Source: an optimization exercise on an open RTL-to-GDS flow (aim: small area). Production flows keep margins and buffers that such runs may drop. Only simulation tests tie the RTL to the original design; equivalence was not proved. No activity file was given, so power comes from the tool's default toggle rates.

### flow/constraint.sdc
create_clock -name core_clock -period 20.0 [get_ports {CLK}]
set_input_delay 4.0000 -clock core_clock [delete_from_list [all_inputs] [get_ports {CLK}]]
set_output_delay 4.0000 -clock core_clock [all_outputs]
set_load 0.01 [all_outputs]
### flow/config.mk
export PLATFORM = sky130hd
export DESIGN_NAME = ym2149
export DESIGN_NICKNAME = ym2149
export VERILOG_FILES = /design/flow/design.v
export SDC_FILE = /design/flow/constraint.sdc
export NUM_CORES = 4
export LEC_CHECK = 0
export CAP_MARGIN = 40
export CORE_MARGIN = 2
export CORE_UTILIZATION = 15
export PLACE_DENSITY = 0.25
export SLEW_MARGIN = 40
export SYNTH_MEMORY_MAX_BITS = 65536
### flow/ym2149_vol_table.hex
000
002
004
006
009
00d
014
01b
027
036
050
06d
0a5
0eb
17d
24d
002
005
007
009
00d
010
016
01d
02a
038
051
06f
0a7
0ed
17e
24d
004
007
009
00b
00e
012
018
020
02b
03a
054
071
0a9
0ef
17e
24d
006
009
00b
00d
011
014
01a
021
02e
03c
055
073
0ab
0f0
17f
24d
009
00d
00e
011
014
018
01d
024
031
03f
058
076
0ad
0f3
180
24d
00d
010
012
014
018
01b
021
028
035
042
05c
079
0b0
0f5
182
24d
014
016
018
01a
01d
021
027
02f
03a
049
062
07e
0b5
0fa
184
24d
01b
01d
020
021
024
028
02f
035
042
050
068
085
0bb
0fe
188
24d
027
02a
02b
02e
031
035
03a
042
04d
05c
073
091
0c5
108
18e
24d
036
038
03a
03c
03f
042
049
050
05c
06a
082
09d
0d2
114
19a
24d
050
051
054
055
058
05c
062
068
073
082
098
0b4
0e7
128
1ab
254
06d
06f
071
073
076
079
07e
085
091
09d
0b4
0d0
102
142
1c1
264
0a5
0a7
0a9
0ab
0ad
0b0
0b5
0bb
0c5
0d2
0e7
102
133
172
1ed
27c
0eb
0ed
0ef
0f0
0f3
0f5
0fa
0fe
108
114
128
142
172
1af
21d
2ab
17d
17e
17e
17f
180
182
184
188
18e
19a
1ab
1c1
1ed
21d
284
30a
24d
24d
24d
24d
24d
24d
24d
24d
24d
24d
254
264
27c
2ab
30a
379
002
005
006
009
00c
010
016
01d
02a
038
052
06f
0a7
0ed
17e
24e
005
007
009
00b
00f
012
018
01f
02c
03a
053
071
0a9
0ef
17f
24e
006
009
00b
00d
011
014
01b
022
02e
03d
056
073
0ab
0f0
180
24e
009
00b
00d
010
013
016
01c
023
030
03e
057
075
0ad
0f2
181
24e
00c
00f
011
013
016
01a
01f
027
033
041
05b
078
0af
0f4
181
24e
010
012
014
016
01a
01d
023
02a
037
044
05e
07b
0b2
0f7
183
24e
016
018
01b
01c
01f
023
02a
031
03d
04b
064
080
0b7
0fb
185
24e
01d
01f
022
023
027
02a
031
037
044
052
06a
087
0bd
100
189
24e
02a
02c
02e
030
033
037
03d
044
04f
05e
075
092
0c7
10a
190
24e
038
03a
03d
03e
041
044
04b
052
05e
06c
083
09f
0d4
115
19b
24e
052
053
056
057
05b
05e
064
06a
075
083
09a
0b6
0e9
12a
1ad
256
06f
071
073
075
078
07b
080
087
092
09f
0b6
0d1
104
143
1c2
265
0a7
0a9
0ab
0ad
0af
0b2
0b7
0bd
0c7
0d4
0e9
104
135
174
1ee
27d
0ed
0ef
0f0
0f2
0f4
0f7
0fb
100
10a
115
12a
143
174
1b0
21e
2ac
17e
17f
180
181
181
183
185
189
190
19b
1ad
1c2
1ee
21e
285
30b
24e
24e
24e
24e
24e
24e
24e
24e
24e
24e
256
265
27d
2ac
30b
379
004
006
008
00a
00d
011
018
01f
02b
039
053
070
0a8
0ee
17f
24f
006
009
00b
00d
011
014
01a
021
02e
03c
055
073
0ab
0f0
180
24f
008
00b
00d
00f
012
016
01c
023
02f
03e
057
074
0ac
0f2
181
24f
00a
00d
00f
011
014
018
01e
025
031
040
059
077
0ae
0f3
182
24f
00d
011
012
014
018
01b
021
028
035
043
05c
079
0b0
0f5
183
24f
011
014
016
018
01b
01f
025
02c
039
046
05f
07c
0b3
0f8
184
24f
018
01a
01c
01e
021
025
02b
032
03e
04c
065
082
0b8
0fd
186
24f
01f
021
023
025
028
02c
032
039
045
053
06c
088
0be
101
18a
24f
02b
02e
02f
031
035
039
03e
045
051
05f
077
094
0c8
10b
191
24f
039
03c
03e
040
043
046
04c
053
05f
06d
085
0a0
0d5
116
19c
24f
053
055
057
059
05c
05f
065
06c
077
085
09b
0b7
0ea
12b
1ae
256
070
073
074
077
079
07c
082
088
094
0a0
0b7
0d3
105
144
1c3
266
0a8
0ab
0ac
0ae
0b0
0b3
0b8
0be
0c8
0d5
0ea
105
136
175
1ef
27e
0ee
0f0
0f2
0f3
0f5
0f8
0fc
101
10b
116
12b
144
175
1b1
21f
2ad
17f
180
181
182
183
184
186
18a
191
19c
1ae
1c3
1ef
21f
285
30b
24e
24e
24e
24e
24e
24e
24e
24e
24e
24e
256
266
27e
2ad
30b
37a
006
009
00a
00d
010
014
01a
021
02d
03b
055
072
0aa
0f0
181
250
009
00b
00d
00f
013
016
01c
023
030
03e
057
075
0ad
0f2
182
250
00a
00d
00f
011
014
018
01f
026
031
040
059
076
0ae
0f3
183
250
00d
00f
011
014
017
01a
020
027
034
042
05b
079
0b0
0f5
183
250
010
013
014
017
01a
01e
023
02a
037
045
05e
07b
0b2
0f7
184
250
014
016
018
01a
01e
021
027
02e
03b
048
061
07e
0b5
0fa
186
250
01a
01c
01f
020
023
027
02d
034
040
04e
067
084
0ba
0fe
188
250
021
023
026
027
02a
02e
034
03b
047
055
06e
08a
0c0
103
18c
250
02d
030
031
034
037
03b
040
047
053
061
079
096
0ca
10c
192
250
03b
03e
040
042
045
048
04e
055
061
06f
087
0a2
0d7
118
19e
250
055
057
059
05b
05e
061
067
06e
079
087
09d
0b9
0ec
12c
1af
258
072
075
076
079
07b
07e
084
08a
096
0a2
0b9
0d4
106
145
1c4
267
0aa
0ad
0ae
0b0
0b2
0b5
0ba
0c0
0ca
0d7
0ec
106
137
176
1f0
27f
0f0
0f2
0f3
0f5
0f7
0fa
0fe
103
10c
118
12c
145
176
1b2
220
2ae
181
182
183
183
184
186
188
18c
192
19e
1af
1c4
1f0
220
286
30c
250
250
250
250
250
250
250
250
250
250
257
267
27f
2ae
30c
37a
009
00c
00d
010
013
017
01d
024
030
03e
058
075
0ad
0f3
183
251
00c
00e
010
012
016
019
01f
026
033
041
05a
077
0af
0f4
184
251
00d
010
012
014
017
01b
022
029
034
043
05c
079
0b1
0f6
185
251
010
012
014
017
01a
01d
023
02a
037
045
05e
07b
0b2
0f7
185
251
013
016
017
01a
01d
021
026
02d
03a
048
061
07e
0b4
0fa
186
251
017
019
01b
01d
021
024
02a
031
03e
04b
064
081
0b8
0fc
188
251
01d
01f
022
023
026
02a
030
037
043
051
06a
086
0bc
101
18a
251
024
026
029
02a
02d
031
037
03e
04a
058
070
08c
0c2
105
18e
251
030
033
034
037
03a
03e
043
04a
056
064
07b
098
0cd
10f
194
251
03e
041
043
045
048
04b
051
058
064
072
089
0a4
0d9
11a
1a0
251
058
05a
05c
05e
061
064
06a
070
07b
089
0a0
0bb
0ee
12e
1b1
259
075
077
079
07b
07e
081
086
08c
098
0a4
0bb
0d6
109
147
1c6
269
0ad
0af
0b1
0b2
0b4
0b8
0bc
0c2
0cd
0d9
0ee
109
139
178
1f2
280
0f3
0f4
0f6
0f7
0fa
0fc
101
105
10e
11a
12e
147
178
1b3
221
2af
183
184
185
185
186
188
18a
18e
194
1a0
1b1
1c6
1f1
221
287
30d
251
251
251
251
251
251
251
251
251
251
259
269
280
2af
30d
37b
00d
010
011
014
017
01b
021
028
034
042
05c
078
0b0
0f6
186
254
010
012
014
016
01a
01d
023
02a
036
044
05d
07b
0b2
0f7
187
254
011
014
016
018
01b
01f
025
02c
038
047
05f
07c
0b4
0f9
187
254
014
016
018
01b
01e
021
027
02e
03a
048
061
07f
0b5
0fa
188
254
017
01a
01b
01e
021
025
02a
031
03d
04b
064
081
0b8
0fd
189
254
01b
01d
01f
021
025
028
02e
035
041
04e
067
084
0bb
0ff
18a
254
021
023
025
027
02a
02e
034
03b
047
055
06d
089
0bf
104
18d
254
028
02a
02c
02e
031
035
03b
041
04e
05b
074
090
0c6
108
191
254
034
036
038
03a
03d
041
047
04e
059
067
07e
09b
0d0
112
197
254
042
044
047
048
04b
04e
055
05b
067
075
08c
0a8
0dc
11d
1a2
254
05c
05d
05f
061
064
067
06d
074
07e
08c
0a3
0be
0f1
131
1b3
25b
078
07b
07c
07f
081
084
089
090
09b
0a8
0be
0d9
10b
14a
1c8
26b
0b0
0b2
0b4
0b5
0b8
0bb
0bf
0c6
0d0
0dc
0f1
10b
13c
17a
1f4
282
0f6
0f7
0f9
0fa
0fd
0ff
103
108
111
11d
131
14a
17a
1b6
223
2b0
186
187
187
188
189
18a
18d
191
197
1a2
1b3
1c8
1f4
223
289
30e
253
253
253
253
253
253
253
253
253
253
25b
26b
282
2b0
30e
37c
014
016
018
01a
01d
021
027
02e
03a
048
061
07e
0b5
0fa
18a
256
016
018
01b
01c
020
023
029
030
03c
04a
063
080
0b7
0fc
18b
256
018
01b
01c
01e
021
025
02b
032
03e
04c
065
081
0b9
0fd
18b
256
01a
01c
01e
021
024
027
02d
034
040
04e
066
084
0ba
0ff
18c
256
01d
020
021
024
027
02b
030
037
043
051
069
086
0bc
101
18d
256
021
023
025
027
02b
02e
034
03b
047
054
06d
089
0c0
104
18e
256
027
029
02b
02d
030
034
03a
041
04c
05a
073
08e
0c4
108
191
256
02e
030
032
034
037
03b
041
047
053
061
079
094
0ca
10d
194
256
03a
03c
03e
040
043
047
04c
053
05f
06c
083
0a0
0d4
116
19b
256
048
04a
04c
04e
051
054
05a
061
06c
07a
091
0ac
0e0
121
1a6
256
061
063
065
066
069
06d
073
079
083
091
0a7
0c3
0f5
135
1b7
25e
07e
080
081
084
086
089
08e
094
0a0
0ac
0c3
0de
10f
14e
1cb
26d
0b5
0b7
0b9
0ba
0bc
0c0
0c4
0ca
0d4
0e0
0f5
10f
13f
17e
1f6
284
0fa
0fc
0fd
0ff
101
103
108
10c
116
121
135
14e
17d
1b8
226
2b2
18a
18b
18b
18c
18d
18e
191
194
19b
1a6
1b7
1cb
1f6
226
28b
30f
256
256
256
256
256
256
256
256
256
256
25e
26d
284
2b2
30f
37d
01b
01d
01f
021
024
028
02e
034
041
04e
067
084
0bb
100
18e
25a
01d
01f
022
023
027
02a
030
037
043
050
069
086
0bd
101
18f
25a
01f
022
023
025
028
02c
032
039
044
053
06b
087
0be
103
190
25a
021
023
025
028
02b
02e
034
03b
047
054
06d
08a
0c0
104
191
25a
024
027
028
02b
02e
031
037
03e
04a
057
070
08c
0c2
107
191
25a
028
02a
02c
02e
031
034
03b
041
04d
05a
073
08f
0c5
109
193
25a
02e
030
032
034
037
03b
041
047
053
060
079
094
0ca
10d
195
25a
034
037
039
03b
03e
041
047
04d
059
067
07f
09a
0d0
112
199
25a
041
043
044
047
04a
04d
053
059
065
072
089
0a5
0d9
11b
19f
25a
04e
050
053
054
057
05a
060
067
072
080
097
0b2
0e6
126
1aa
25a
067
069
06b
06d
070
073
079
07f
089
097
0ad
0c8
0fa
13a
1bb
262
084
086
087
08a
08c
08f
094
09a
0a5
0b2
0c8
0e3
114
152
1cf
271
0bb
0bd
0be
0c0
0c2
0c5
0ca
0d0
0d9
0e6
0fa
114
144
182
1fa
287
0ff
101
102
104
106
108
10d
112
11b
126
13a
152
181
1bc
229
2b5
18e
18f
190
191
191
193
195
199
19f
1aa
1bb
1cf
1f9
229
28d
312
25a
25a
25a
25a
25a
25a
25a
25a
25a
25a
261
270
287
2b5
312
37f
027
02a
02b
02d
030
034
03a
041
04c
05a
072
08e
0c5
109
197
261
02a
02c
02e
030
033
036
03c
043
04f
05c
074
090
0c7
10b
198
261
02b
02e
030
032
035
038
03e
045
050
05e
076
092
0c8
10c
198
261
02d
030
032
034
037
03a
040
046
052
060
078
094
0ca
10e
199
261
030
033
035
037
03a
03e
043
049
055
062
07b
096
0cc
110
19a
261
034
036
038
03a
03e
041
046
04d
059
065
07e
099
0cf
112
19b
261
03a
03c
03e
040
043
046
04c
053
05e
06b
083
09e
0d3
117
19e
261
041
043
045
046
049
04d
053
059
065
072
089
0a4
0d9
11b
1a1
261
04c
04f
050
052
055
059
05e
065
070
07d
094
0af
0e3
124
1a7
261
05a
05c
05e
060
062
065
06b
072
07d
08a
0a1
0bb
0ef
12f
1b2
261
072
074
076
078
07b
07e
083
089
094
0a1
0b6
0d1
103
142
1c2
268
08e
090
092
094
096
099
09e
0a4
0af
0bb
0d1
0eb
11c
15a
1d6
277
0c5
0c7
0c8
0ca
0cc
0cf
0d3
0d9
0e3
0ef
103
11c
14b
189
200
28d
109
10a
10c
10d
110
112
116
11b
123
12f
142
15a
189
1c3
22f
2ba
197
198
198
199
19a
19b
19e
1a1
1a7
1b2
1c2
1d6
200
22f
292
315
260
260
260
260
260
260
260
260
260
260
268
276
28c
2ba
315
382
036
038
039
03b
03e
042
048
04e
05a
067
07f
09a
0d0
114
1a1
268
038
03a
03c
03e
041
044
04a
050
05c
069
080
09c
0d2
116
1a1
268
039
03c
03e
040
043
046
04c
052
05d
06b
083
09e
0d4
117
1a2
268
03b
03e
040
042
045
048
04d
054
05f
06c
084
0a0
0d5
119
1a3
268
03e
041
043
045
048
04b
050
057
062
06f
087
0a2
0d7
11b
1a3
268
042
044
046
048
04b
04e
054
05a
066
072
08a
0a5
0da
11d
1a5
268
048
04a
04c
04d
050
054
05a
060
06b
078
090
0aa
0df
121
1a7
268
04e
050
052
054
057
05a
060
066
071
07e
095
0b0
0e4
126
1ab
268
05a
05c
05d
05f
062
066
06b
071
07c
089
09f
0bb
0ee
12e
1b0
268
067
069
06b
06c
06f
072
078
07e
089
096
0ac
0c6
0f9
139
1bb
268
07f
080
083
084
087
08a
090
095
09f
0ac
0c1
0dc
10d
14c
1cb
26f
09a
09c
09e
0a0
0a2
0a5
0aa
0b0
0bb
0c6
0dc
0f6
126
163
1de
27e
0d0
0d2
0d4
0d5
0d7
0da
0df
0e4
0ee
0f9
10d
126
154
192
207
293
114
115
117
118
11a
11c
121
125
12e
138
14c
163
191
1ca
235
2bf
1a1
1a1
1a2
1a3
1a3
1a5
1a7
1ab
1b0
1bb
1cb
1de
207
235
298
31a
268
268
268
268
268
268
268
268
268
268
26f
27d
293
2bf
31a
386
050
052
053
055
058
05b
061
067
072
07e
096
0b0
0e5
128
1b1
275
052
054
056
057
05b
05d
063
069
074
080
097
0b2
0e7
129
1b2
275
053
056
057
059
05c
05f
065
06b
075
082
099
0b4
0e8
12b
1b3
275
055
057
059
05b
05e
061
066
06c
077
084
09b
0b6
0ea
12c
1b4
275
058
05b
05c
05e
061
064
069
06f
07a
086
09d
0b8
0ec
12e
1b4
275
05b
05d
05f
061
064
067
06c
073
07e
089
0a0
0ba
0ee
130
1b6
275
061
063
065
066
069
06c
072
078
082
08f
0a5
0bf
0f3
134
1b8
275
067
069
06b
06c
06f
073
078
07e
088
095
0ab
0c5
0f8
138
1bb
275
072
074
075
077
07a
07e
082
088
093
09f
0b5
0cf
101
141
1c0
275
07e
080
082
084
086
089
08f
095
09f
0ab
0c1
0da
10c
14b
1cb
275
096
097
099
09b
09d
0a0
0a5
0ab
0b5
0c1
0d5
0ef
11f
15d
1da
27c
0b0
0b2
0b4
0b6
0b8
0ba
0bf
0c5
0cf
0da
0ef
108
136
172
1ec
28a
0e5
0e7
0e8
0ea
0ec
0ee
0f3
0f8
101
10c
11e
136
164
1a0
213
29e
127
128
12a
12b
12d
12f
133
137
140
14a
15d
172
19f
1d7
240
2c8
1b1
1b2
1b3
1b4
1b4
1b6
1b8
1bb
1c0
1cb
1da
1ec
212
240
2a1
320
274
274
274
274
274
274
274
274
274
274
27b
288
29d
2c8
320
38b
06d
06f
070
072
075
078
07d
082
08c
097
0ae
0c6
0f9
13b
1c0
27d
06f
071
073
074
077
079
07e
084
08e
099
0af
0c8
0fb
13c
1c1
27d
070
073
074
076
078
07b
080
086
08f
09b
0b1
0ca
0fd
13d
1c1
27d
072
074
076
078
07a
07d
082
087
091
09c
0b2
0cb
0fe
13f
1c2
27d
075
077
078
07a
07d
080
084
08a
094
09f
0b5
0cd
100
141
1c2
27d
078
079
07b
07d
080
082
087
08d
097
0a1
0b7
0d0
102
142
1c4
27d
07d
07e
080
082
084
087
08c
092
09b
0a6
0bc
0d4
106
146
1c6
27d
082
084
086
087
08a
08d
092
097
0a1
0ac
0c1
0d9
10b
14a
1c9
27d
08c
08e
08f
091
094
097
09b
0a1
0aa
0b5
0ca
0e3
113
151
1ce
27d
097
099
09b
09c
09f
0a1
0a6
0ac
0b5
0c1
0d5
0ed
11d
15b
1d7
27d
0ae
0af
0b1
0b2
0b5
0b7
0bc
0c1
0ca
0d5
0e7
100
12f
16b
1e5
283
0c6
0c8
0ca
0cb
0cd
0d0
0d4
0d9
0e3
0ed
100
118
145
17f
1f6
290
0f9
0fb
0fd
0fe
100
102
106
10b
113
11d
12e
145
170
1ab
21a
2a2
139
13a
13c
13d
13f
141
144
148
150
159
16b
17f
1a9
1df
245
2ca
1c0
1c1
1c1
1c2
1c2
1c4
1c6
1c9
1ce
1d7
1e5
1f6
219
245
2a2
31e
27b
27b
27b
27b
27b
27b
27b
27b
27b
27b
282
28e
2a1
2ca
31e
386
0a5
0a7
0a8
0a9
0ab
0ae
0b2
0b7
0c0
0c9
0dd
0f3
123
162
1e0
292
0a7
0a8
0aa
0ab
0ae
0b0
0b4
0b9
0c1
0cb
0de
0f5
125
163
1e1
292
0a8
0aa
0ab
0ad
0af
0b1
0b6
0ba
0c2
0cc
0e0
0f6
126
164
1e1
292
0a9
0ab
0ad
0ae
0b0
0b2
0b7
0bb
0c4
0cd
0e1
0f8
127
165
1e2
292
0ab
0ae
0af
0b0
0b2
0b5
0b9
0bd
0c6
0cf
0e3
0f9
129
167
1e2
292
0ae
0b0
0b1
0b2
0b5
0b7
0bb
0c0
0c9
0d2
0e5
0fb
12b
168
1e3
292
0b2
0b4
0b6
0b7
0b9
0bb
0c0
0c4
0cc
0d6
0e9
0ff
12e
16c
1e5
292
0b7
0b9
0ba
0bb
0bd
0c0
0c4
0c9
0d1
0db
0ee
103
132
16f
1e8
292
0c0
0c1
0c2
0c4
0c6
0c9
0cc
0d1
0d9
0e2
0f5
10b
139
175
1ec
292
0c9
0cb
0cc
0cd
0cf
0d2
0d6
0db
0e2
0ec
0ff
114
142
17d
1f4
292
0dd
0de
0e0
0e1
0e3
0e5
0e9
0ee
0f5
0ff
10e
126
152
18b
1ff
298
0f3
0f5
0f6
0f8
0f9
0fb
0ff
103
10b
114
126
13b
164
19c
20e
2a2
123
125
126
127
129
12b
12e
132
139
142
150
164
18d
1c4
22e
2b2
160
161
162
163
164
166
169
16c
173
17a
18b
19c
1c2
1f4
256
2d5
1e0
1e1
1e1
1e2
1e2
1e3
1e5
1e8
1ec
1f4
1ff
20e
22b
256
2ad
324
290
290
290
290
290
290
290
290
290
290
295
2a0
2b0
2d5
324
388
0eb
0ed
0ee
0ef
0f1
0f3
0f7
0fb
103
10b
11e
132
160
19d
217
2c2
0ed
0ee
0f0
0f1
0f3
0f5
0f8
0fd
104
10c
11f
134
162
19e
217
2c2
0ee
0f0
0f1
0f2
0f4
0f6
0fa
0fe
105
10e
120
135
163
19f
217
2c2
0ef
0f1
0f2
0f3
0f5
0f7
0fb
0ff
106
10f
121
136
164
1a0
218
2c2
0f1
0f3
0f4
0f5
0f7
0f9
0fd
101
108
111
123
137
165
1a1
218
2c2
0f3
0f5
0f6
0f7
0f9
0fb
0ff
103
10b
113
125
139
167
1a3
219
2c2
0f7
0f8
0fa
0fb
0fd
0ff
103
107
10e
116
128
13c
16a
1a6
21b
2c2
0fb
0fd
0fe
0ff
101
103
107
10b
112
11a
12c
140
16d
1a8
21d
2c2
103
104
105
106
108
10b
10e
112
119
121
133
147
173
1ae
221
2c2
10b
10c
10e
10f
111
113
116
11a
121
12a
13b
14f
17b
1b5
228
2c2
11e
11f
120
121
123
125
128
12c
133
13b
149
15f
18b
1c1
232
2c6
132
134
135
136
137
139
13c
140
147
14f
15f
173
19a
1d0
23f
2d0
160
162
163
164
165
167
16a
16d
173
17b
187
19a
1c1
1f7
25c
2de
19a
19b
19c
19d
19e
1a0
1a2
1a5
1ab
1b2
1c1
1d0
1f3
224
282
2fd
217
217
217
218
218
219
21b
21d
221
228
232
23f
259
282
2d5
348
2be
2be
2be
2be
2be
2be
2be
2be
2be
2be
2c3
2cc
2da
2fd
348
3aa
17d
17e
17e
17f
181
183
185
188
18e
194
1a4
1b5
1df
218
288
325
17e
17f
180
180
182
184
186
189
18f
195
1a4
1b6
1e0
219
288
325
17e
180
180
182
183
185
187
18a
18f
196
1a5
1b6
1e0
219
289
325
17f
180
182
183
184
185
188
18b
190
197
1a6
1b7
1e1
21a
289
325
181
182
183
184
185
187
189
18c
192
198
1a7
1b8
1e2
21b
289
325
183
184
185
185
187
188
18b
18e
194
199
1a9
1ba
1e4
21c
28a
325
185
186
187
188
189
18b
18e
191
196
19c
1ab
1bc
1e6
21e
28b
325
188
189
18a
18b
18c
18e
191
194
199
19f
1ae
1bf
1e8
220
28d
325
18e
18f
18f
190
192
194
196
199
19e
1a4
1b3
1c4
1ed
224
290
325
194
195
196
197
198
199
19c
19f
1a4
1aa
1b9
1c9
1f2
229
295
325
1a4
1a4
1a5
1a6
1a7
1a9
1ab
1ae
1b3
1b9
1c3
1d8
200
232
29c
328
1b5
1b6
1b6
1b7
1b8
1ba
1bc
1bf
1c4
1c9
1d8
1e8
20b
23d
2a5
32f
1df
1e0
1e0
1e1
1e2
1e4
1e6
1e8
1ed
1f2
1fb
20b
22e
260
2bd
339
214
214
215
216
217
218
21a
21c
220
225
232
23d
25b
287
2df
352
288
288
289
289
289
28a
28b
28d
290
295
29c
2a5
2b8
2df
32b
396
320
320
320
320
320
320
320
320
320
320
324
32b
335
352
396
3f3
24d
24d
24d
24d
24d
24d
24d
24d
24d
24d
254
25c
27c
2ab
302
379
24d
24d
24d
24d
24d
24d
24d
24d
24d
24d
254
25c
27c
2ab
302
379
24d
24d
24d
24d
24d
24d
24d
24d
24d
24d
254
25c
27c
2ab
302
379
24d
24d
24d
24d
24d
24d
24d
24d
24d
24d
254
25c
27c
2ab
302
379
24d
24d
24d
24d
24d
24d
24d
24d
24d
24d
254
25c
27c
2ab
302
379
24d
24d
24d
24d
24d
24d
24d
24d
24d
24d
254
25c
27c
2ab
302
379
24d
24d
24d
24d
24d
24d
24d
24d
24d
24d
254
25c
27c
2ab
302
379
24d
24d
24d
24d
24d
24d
24d
24d
24d
24d
254
25c
27c
2ab
302
379
24d
24d
24d
24d
24d
24d
24d
24d
24d
24d
254
25c
27c
2ab
302
379
24d
24d
24d
24d
24d
24d
24d
24d
24d
24d
254
25c
27c
2ab
302
379
254
254
254
254
254
254
254
254
254
254
254
264
284
2ab
302
379
25c
25c
25c
25c
25c
25c
25c
25c
25c
25c
264
26c
284
2ab
302
379
27c
27c
27c
27c
27c
27c
27c
27c
27c
27c
27c
284
29c
2c3
30a
379
2a3
2a3
2a3
2a3
2a3
2a3
2a3
2a3
2a3
2a3
2ab
2ab
2bb
2db
322
381
302
302
302
302
302
302
302
302
302
302
302
302
302
322
359
3b0
371
371
371
371
371
371
371
371
371
371
371
371
371
381
3b0
3ff
### flow/run.sh
#!/bin/bash
# synth_recipe.tcl (not shown) runs the flow's synth.tcl, then flattens the netlist and writes it again
# the make line also repeats each setting of config.mk as NAME=value (left out here)
make -C /OpenROAD-flow-scripts/flow DESIGN_CONFIG=/design/flow/config.mk WORK_HOME=/design/flow/orfs CLKGATE_MAP_FILE= SYNTH_SCRIPT=/design/flow/synth_recipe.tcl finish
### flow/design.v
module ym2149_vol_table
(
	input             CLK,
	input      [11:0] ADDR,
	output reg [9:0]  DATA
);
	reg [9:0] rom [0:4095];
	initial $readmemh("ym2149_vol_table.hex", rom);
	always @(posedge CLK)
		DATA <= rom[ADDR];
endmodule
module ym2149
(
	input      [7:0] I_DA,
	output reg [7:0] O_DA,
	output           O_DA_OE_L,
	input            I_A9_L,
	input            I_A8,
	input            I_BDIR,
	input            I_BC2,
	input            I_BC1,
	input            I_SEL_L,
	output reg [9:0] O_AUDIO,
	input      [7:0] I_IOA,
	output     [7:0] O_IOA,
	output           O_IOA_OE_L,
	input      [7:0] I_IOB,
	output     [7:0] O_IOB,
	output           O_IOB_OE_L,
	input            ENA,      
	input            RESET_L,
	input            CLK
);
	reg  [3:0]  cnt_div;
	reg         noise_div;
	reg         ena_div;
	reg         ena_div_noise;
	reg  [16:0] poly17;
	reg  [7:0]  addr;
	reg         busctrl_addr;
	reg         busctrl_we;
	reg         busctrl_re;
	reg  [7:0]  regs [0:15];
	wire        env_reset;
	reg  [7:0]  ioa_inreg;
	reg  [7:0]  iob_inreg;
	reg  [4:0]  noise_gen_cnt;
	wire        noise_gen_op;
	reg  [11:0] tone_gen_cnt [1:3];
	reg  [3:1]  tone_gen_op;
	reg  [15:0] env_gen_cnt;
	reg         env_ena;
	reg         env_hold;
	reg         env_inc;
	reg  [4:0]  env_vol;
	reg  [11:0] vol_table_in;
	wire [9:0]  vol_table_out;
	integer i;
	reg cs;
	always @(*) begin
		busctrl_addr = 1'b0;
		busctrl_we = 1'b0;
		busctrl_re = 1'b0;
		cs = (I_A9_L == 1'b0) && (I_A8 == 1'b1) && (addr[7:4] == 4'b0000);
		case({I_BDIR, I_BC2, I_BC1})
			3'b001: busctrl_addr = 1'b1;
			3'b011: busctrl_re = cs;
			3'b100: busctrl_addr = 1'b1;
			3'b110: busctrl_we = cs;
			3'b111: busctrl_addr = 1'b1;
			default: ;
		endcase
	end
	assign O_DA_OE_L = ~busctrl_re;
	always @(posedge CLK) begin
		if(!RESET_L)
			addr <= 8'd0;
		else if(busctrl_addr)
			addr <= I_DA;
	end
	always @(posedge CLK) begin
		if(!RESET_L) begin
			for(i = 0; i < 16; i = i + 1)
				regs[i] <= 8'd0;
		end else if(busctrl_we)
			regs[addr[3:0]] <= I_DA;
	end
	assign env_reset = busctrl_we && (addr[3:0] == 4'hD);
	always @(*) begin
		O_DA = 8'hFF;
		if(busctrl_re) begin
			case(addr[3:0])
				4'h0: O_DA = regs[0];
				4'h1: O_DA = {4'b0000, regs[1][3:0]};
				4'h2: O_DA = regs[2];
				4'h3: O_DA = {4'b0000, regs[3][3:0]};
				4'h4: O_DA = regs[4];
				4'h5: O_DA = {4'b0000, regs[5][3:0]};
				4'h6: O_DA = {3'b000, regs[6][4:0]};
				4'h7: O_DA = regs[7];
				4'h8: O_DA = {3'b000, regs[8][4:0]};
				4'h9: O_DA = {3'b000, regs[9][4:0]};
				4'hA: O_DA = {3'b000, regs[10][4:0]};
				4'hB: O_DA = regs[11];
				4'hC: O_DA = regs[12];
				4'hD: O_DA = {4'b0000, regs[13][3:0]};
				4'hE: O_DA = (regs[7][6] == 1'b0) ? ioa_inreg : regs[14];
				4'hF: O_DA = (regs[7][7] == 1'b0) ? iob_inreg : regs[15];
			endcase
		end
	end
	always @(posedge CLK) begin
		if(!RESET_L) begin
			cnt_div <= 4'd0;
			noise_div <= 1'b0;
			ena_div <= 1'b0;
			ena_div_noise <= 1'b0;
		end else if(ENA) begin
			ena_div <= 1'b0;
			ena_div_noise <= 1'b0;
			if(cnt_div == 4'b0000) begin
				cnt_div <= {~I_SEL_L, 3'b111};
				ena_div <= 1'b1;
				noise_div <= ~noise_div;
				if(noise_div)
					ena_div_noise <= 1'b1;
			end else
				cnt_div <= cnt_div - 4'd1;
		end
	end
	wire [4:0] noise_gen_comp = (regs[6][4:0] == 5'b00000) ? 5'b00000 : (regs[6][4:0] - 5'd1);
	wire       poly17_zero = (poly17 == 17'd0);
	always @(posedge CLK) begin
		if(!RESET_L) begin
			noise_gen_cnt <= 5'd0;
			poly17 <= 17'd0;
		end else if(ENA && ena_div_noise) begin
			if(noise_gen_cnt >= noise_gen_comp) begin
				noise_gen_cnt <= 5'd0;
				poly17 <= {poly17[0] ^ poly17[2] ^ poly17_zero, poly17[16:1]};
			end else
				noise_gen_cnt <= noise_gen_cnt + 5'd1;
		end
	end
	assign noise_gen_op = poly17[0];
	reg [11:0] tone_gen_freq [1:3];
	reg [11:0] tone_gen_comp [1:3];
	always @(*) begin
		tone_gen_freq[1] = {regs[1][3:0], regs[0]};
		tone_gen_freq[2] = {regs[3][3:0], regs[2]};
		tone_gen_freq[3] = {regs[5][3:0], regs[4]};
		for(i = 1; i <= 3; i = i + 1) begin
			if(tone_gen_freq[i] == 12'h000)
				tone_gen_comp[i] = 12'h000;
			else
				tone_gen_comp[i] = tone_gen_freq[i] - 12'd1;
		end
	end
	always @(posedge CLK) begin
		if(!RESET_L) begin
			for(i = 1; i <= 3; i = i + 1)
				tone_gen_cnt[i] <= 12'h000;
			tone_gen_op <= 3'b000;
		end else if(ENA && ena_div) begin
			for(i = 1; i <= 3; i = i + 1) begin
				if(tone_gen_cnt[i] >= tone_gen_comp[i]) begin
					tone_gen_cnt[i] <= 12'h000;
					tone_gen_op[i] <= ~tone_gen_op[i];
				end else
					tone_gen_cnt[i] <= tone_gen_cnt[i] + 12'd1;
			end
		end
	end
	wire [15:0] env_gen_freq = {regs[12], regs[11]};
	wire [15:0] env_gen_comp = (env_gen_freq == 16'h0000) ? 16'h0000 : (env_gen_freq - 16'd1);
	always @(posedge CLK) begin
		if(!RESET_L) begin
			env_gen_cnt <= 16'h0000;
			env_ena <= 1'b0;
		end else if(ENA) begin
			env_ena <= 1'b0;
			if(ena_div) begin
				if(env_gen_cnt >= env_gen_comp) begin
					env_gen_cnt <= 16'h0000;
					env_ena <= 1'b1;
				end else
					env_gen_cnt <= env_gen_cnt + 16'd1;
			end
		end
	end
	wire is_bot    = (env_vol == 5'b00000);
	wire is_bot_p1 = (env_vol == 5'b00001);
	wire is_top_m1 = (env_vol == 5'b11110);
	wire is_top    = (env_vol == 5'b11111);
	always @(posedge CLK) begin
		if(!RESET_L) begin
			env_vol <= 5'b00000;
			env_inc <= 1'b0;
			env_hold <= 1'b0;
		end else if(env_reset) begin
			if(I_DA[2] == 1'b0) begin  
				env_vol <= 5'b11111;
				env_inc <= 1'b0;  
			end else begin
				env_vol <= 5'b00000;
				env_inc <= 1'b1;  
			end
			env_hold <= 1'b0;
		end else if(ENA && env_ena) begin
			if(!env_hold) begin
				if(env_inc)
					env_vol <= env_vol + 5'b00001;
				else
					env_vol <= env_vol + 5'b11111;
			end
			if(regs[13][3] == 1'b0) begin
				if(!env_inc) begin  
					if(is_bot_p1) env_hold <= 1'b1;
				end else begin
					if(is_top) env_hold <= 1'b1;
				end
			end else begin
				if(regs[13][0] == 1'b1) begin  
					if(!env_inc) begin  
						if(regs[13][1] == 1'b1) begin  
							if(is_bot) env_hold <= 1'b1;
						end else begin
							if(is_bot_p1) env_hold <= 1'b1;
						end
					end else begin
						if(regs[13][1] == 1'b1) begin  
							if(is_top) env_hold <= 1'b1;
						end else begin
							if(is_top_m1) env_hold <= 1'b1;
						end
					end
				end else if(regs[13][1] == 1'b1) begin  
					if(!env_inc) begin  
						if(is_bot_p1) env_hold <= 1'b1;
						if(is_bot) begin env_hold <= 1'b0; env_inc <= 1'b1; end
					end else begin
						if(is_top_m1) env_hold <= 1'b1;
						if(is_top) begin env_hold <= 1'b0; env_inc <= 1'b0; end
					end
				end
			end
		end
	end
	wire [2:0] chan_mixed;
	assign chan_mixed[0] = (regs[7][0] | tone_gen_op[1]) & (regs[7][3] | noise_gen_op);
	assign chan_mixed[1] = (regs[7][1] | tone_gen_op[2]) & (regs[7][4] | noise_gen_op);
	assign chan_mixed[2] = (regs[7][2] | tone_gen_op[3]) & (regs[7][5] | noise_gen_op);
	always @(posedge CLK) begin
		if(!RESET_L)
			vol_table_in <= 12'h000;
		else if(ENA) begin
			vol_table_in <= 12'h000;
			if(chan_mixed[0])
				vol_table_in[3:0] <= (regs[8][4] == 1'b0) ? regs[8][3:0] : env_vol[4:1];
			if(chan_mixed[1])
				vol_table_in[7:4] <= (regs[9][4] == 1'b0) ? regs[9][3:0] : env_vol[4:1];
			if(chan_mixed[2])
				vol_table_in[11:8] <= (regs[10][4] == 1'b0) ? regs[10][3:0] : env_vol[4:1];
		end
	end
	ym2149_vol_table u_vol_table
	(
		.CLK(CLK),
		.ADDR(vol_table_in),
		.DATA(vol_table_out)
	);
	always @(posedge CLK) begin
		if(!RESET_L)
			O_AUDIO <= 10'b0000000000;
		else
			O_AUDIO <= vol_table_out;
	end
	assign O_IOA = regs[14];
	assign O_IOA_OE_L = ~regs[7][6];
	assign O_IOB = regs[15];
	assign O_IOB_OE_L = ~regs[7][7];
	always @(posedge CLK) begin
		ioa_inreg <= I_IOA;
		iob_inreg <= I_IOB;
	end
endmodule
==> notes.md <==
==> Yosys cell counts, types with 43 or more instances <==
| library cell | instances | area share (%) |
|---|---|---|
| a21oi_1 | 533 | 6.8 |
| nand2_1 | 501 | 4.8 |
| nor2_1 | 474 | 4.6 |
| o21ai_0 | 442 | 5.7 |
| clkbuf_1 | 305 | 2.9 |
| buf_2 | 248 | 3.2 |
| nor3_1 | 236 | 3.0 |
| nand3_1 | 209 | 2.7 |
| dfxtp_1 | 148 | 7.6 |
| a31oi_1 | 137 | 2.2 |
| o211ai_1 | 127 | 2.4 |
| a211oi_1 | 109 | 2.1 |
| nand2b_1 | 105 | 1.7 |
| and2_1 | 100 | 1.6 |
| edfxtp_1 | 100 | 7.7 |
| ha_1 | 99 | 3.2 |
| o22ai_1 | 84 | 1.3 |
| o311ai_0 | 83 | 1.9 |
| and3_1 | 76 | 1.2 |
| a311oi_1 | 75 | 1.7 |
| o221ai_1 | 75 | 1.7 |
| o31ai_1 | 75 | 1.4 |
| nor2b_1 | 70 | 1.1 |
| a221oi_1 | 69 | 1.5 |
| nand4_1 | 65 | 1.0 |
| xor2_1 | 61 | 1.4 |
| mux2i_1 | 60 | 1.5 |
| buf_4 | 51 | 0.98 |
| a21o_1 | 49 | 0.94 |
| nor4_1 | 43 | 0.69 |
==> per-layer routing <==
layer | up-vias | global-route usage, % | wire, um
met5 | - | 2.17 | 720
met1 | 34800 | 57.7 | 265000
met3 | 2570 | 28.5 | 94300
li1 | 22500 | - | -
met2 | 7761 | 60.8 | 245000
met4 | 46 | 42.2 | 67300
==> layout make-up <==
type,count,area share (%)
timing repair buffer,687,11.4
inverter,47,0.404
multi-input combinational,4725,63.4
sequential,248,12.3
clock buffer,47,2.10
clock inverter,24,0.588
antenna,217,1.11
tap,3402,8.70
==> logic make-up (layout without fill, tap and decap cells) <==
family,Yosys count,count (layout),share of synthesized area (%)
xor gates and xnor gates,105,105,2.40
other,0,217,0
buffers and inverters,732,805,9.10
AOI/OAI and AO/OA,2386,2386,41.6
adders and majority gates,100,100,3.23
DFF,248,248,15.3
and+or+nand+nor,2053,2053,26.1
muxes,81,81,2.32
==> metrics by stage <==
stage          area, um^2  setup slack [ns]  power, uW  hold WS, ns
6_report            48900              9.03       1570        0.430
5_1_grt             48500              8.92       1610        0.450
4_1_cts             48200              9.02       1580        0.434
3_5_place_dp        46900              9.05        817        0.422
3_3_place_gp        46000              8.72        819        0.415
2_1_floorplan       39000             10.64        663        0.412
==> power breakdown <==
group | switching, uW | total (uW) | leakage, uW | internal [uW]
registers | 25.6 | 563 | 0.00224 | 538
logic | 197 | 262 | 0.0131 | 65.0
clock network | 318 | 741 | 0.000645 | 423
total | 540 | 1570 | 0.0160 | 1030
==> critical path, cell delays in order <==
cell and delay, ns:
clkdlybuf4s50_1 0.47, nor4bb_1 0.44, nand4b_1 0.64, a221o_1 0.50, a221oi_1 0.25, nand3_1 0.15
clkdlybuf4s50_1 0.50
==> path summary, 6_finish.rpt <==
kind	start	to	slack (ns)
max reg2reg	vol_table_in[1]$_SDFFE_PN0P_	u_vol_table.DATA[0]$_DFF_P_	12.66
min reg2reg	u_vol_table.DATA[9]$_DFF_P_	O_AUDIO[9]$_SDFF_PN0_	0.43
max	I_A8	O_DA[5]	9.03
min	u_vol_table.DATA[9]$_DFF_P_	O_AUDIO[9]$_SDFF_PN0_	0.43
==> flip-flops by register name (all words and copies together), names as in the netlist, 3 cells and up <==
signal and cells:
u_vol_table.DATA 10, noise_gen_cnt 5, cnt_div 4, iob_inreg 8
tone_gen_cnt 36, addr 8, regs 100, env_gen_cnt 16
O_AUDIO 10, vol_table_in 12, env_vol 5, ioa_inreg 8
poly17 17, tone_gen_op 3
==> metrics.cfg <==
[outcome]
status = timing/DRC/antenna clean

[critical_path]
cp_max_fo = 9
cp.arrival_ns = 6.97
cp.required_ns = 16.00
startpoint_type = input pin
crit_type = in2out
reg2reg_depth = 15
endpoint_kind = output port

[timing]
fin_tns_setup_ns = 0
drv_slew = 0
min_period_ns = 10.97
post-route-period-util_pct = 54.8
max_freq_ghz = 0.0912
rsz0062_at_grt = false
worstMarginPinSlew_ns = 1.16
final_hold_viol_count = 0
setup_viol = 0
finalClockSkew_ns = 0.0802
slew_headroom_pct = 22.5

[routing]
drtPass1Iterations = 9
drt_iter0_drc = 13300
vias = 67600
post-route-drc-count = 0
drt-total-wl_mm = 673
viasPerCell = 7.20
postRouteAntennaNets = 0
wl_per_cell_um = 71.6

[flow_run]
cap_violations = 0

[logic_synthesis]
synth_ff_type = dfxtp_1
syn_area_um2 = 39000
synth_nets = 5838
yosys_warnings = 5
synth_enable_flop_cells = 100
ys_types = 127
synth-async-reset-ratio_pct = 0
ys_seq_area_share_pct = 15.3
synthCells = 5705
syn_avg_cell_area_um2 = 6.84
ys_ff_latch = 248

[final_layout]
area_delta_synth_final_pct = 25.4
multi_input_area_um2 = 31000
drive_gt1_share_pct = 19.4
final_common_cell = buf_4
finish.cell_count_without_fillers = 9397
n_fill_cell = 29700
finish.utilization_pct = 18.9
mostFrequentLayoutCells = 584 x buf_4, 519 x a21oi_1, 465 x nand2_1, 417 x o21ai_0, 412 x nor2_1
seqCellArea_um2 = 6000
nets = 5881

[clock_network]
cts_resized = 0
numCtsBuffers = 39
h-tree-depth = 2
cts_buffer_depth = 3
clk_latency_ns = 0.73
hold_buffers = 0
cts_setup_buffers = 0
clk_pin_slew_worst_paths_ns = 0.05
cts_tree = built
cts.sinks = 248
root_buffer = clkbuf_16

[placement]
dp.cells = 9105
gp_congestion = 1.12
place_hpwl_mm = 498
io_buffers = 69

[power_and_ir_drop]
powerDensity_nw_per_um2 = 32.0
p_leak_uw = 0.0160
irDropWorstVdd_uv = 61.6

[floorplan]
core_um2 = 259000
rows = 187
fp.dieH_um = 514
die_area_um2 = 264000
ios = 70
start_util_pct = 15.1
die_w_um = 514

[global_routing]
grt_overflow = 0
grt_pass1_vias = 57500
grt_max_degree = 110
antenna_found_initial = 241
grt_pass1_wl_mm = 808
grt_usage_pct = 48.8

[min_path]
holdPathStages = 1
hold_path_class = reg2reg

[port drivers added, routing unchanged]
Ports are ideal in the flow. The routed layout listed here was re-timed in OpenROAD.
Step 1 (the two cells are an assumption about what drives the block):
set clk [get_ports {CLK}]
set_driving_cell -lib_cell sky130_fd_sc_hd__clkbuf_16 $clk
set_driving_cell -lib_cell sky130_fd_sc_hd__buf_2 [delete_from_list [all_inputs] $clk]
Step 2 also shifts input and output timing later by t, the mid clock arrival at the registers, as if the neighbouring blocks saw the same clock.
Three values: ideal, step 1, step 2; two values: the first two.
t (ns): 0.785
setup WS [ns]: 9.031 / 9.003 / 9.003
clock arrival spread, ns: 0.081 / 0.081
worst register clock-pin slew, ns: 0.08 / 0.08
After both steps this run still meets setup and hold. The setup slack of this run moves by -0.028 ns with the drivers and by -0.028 ns with both steps.
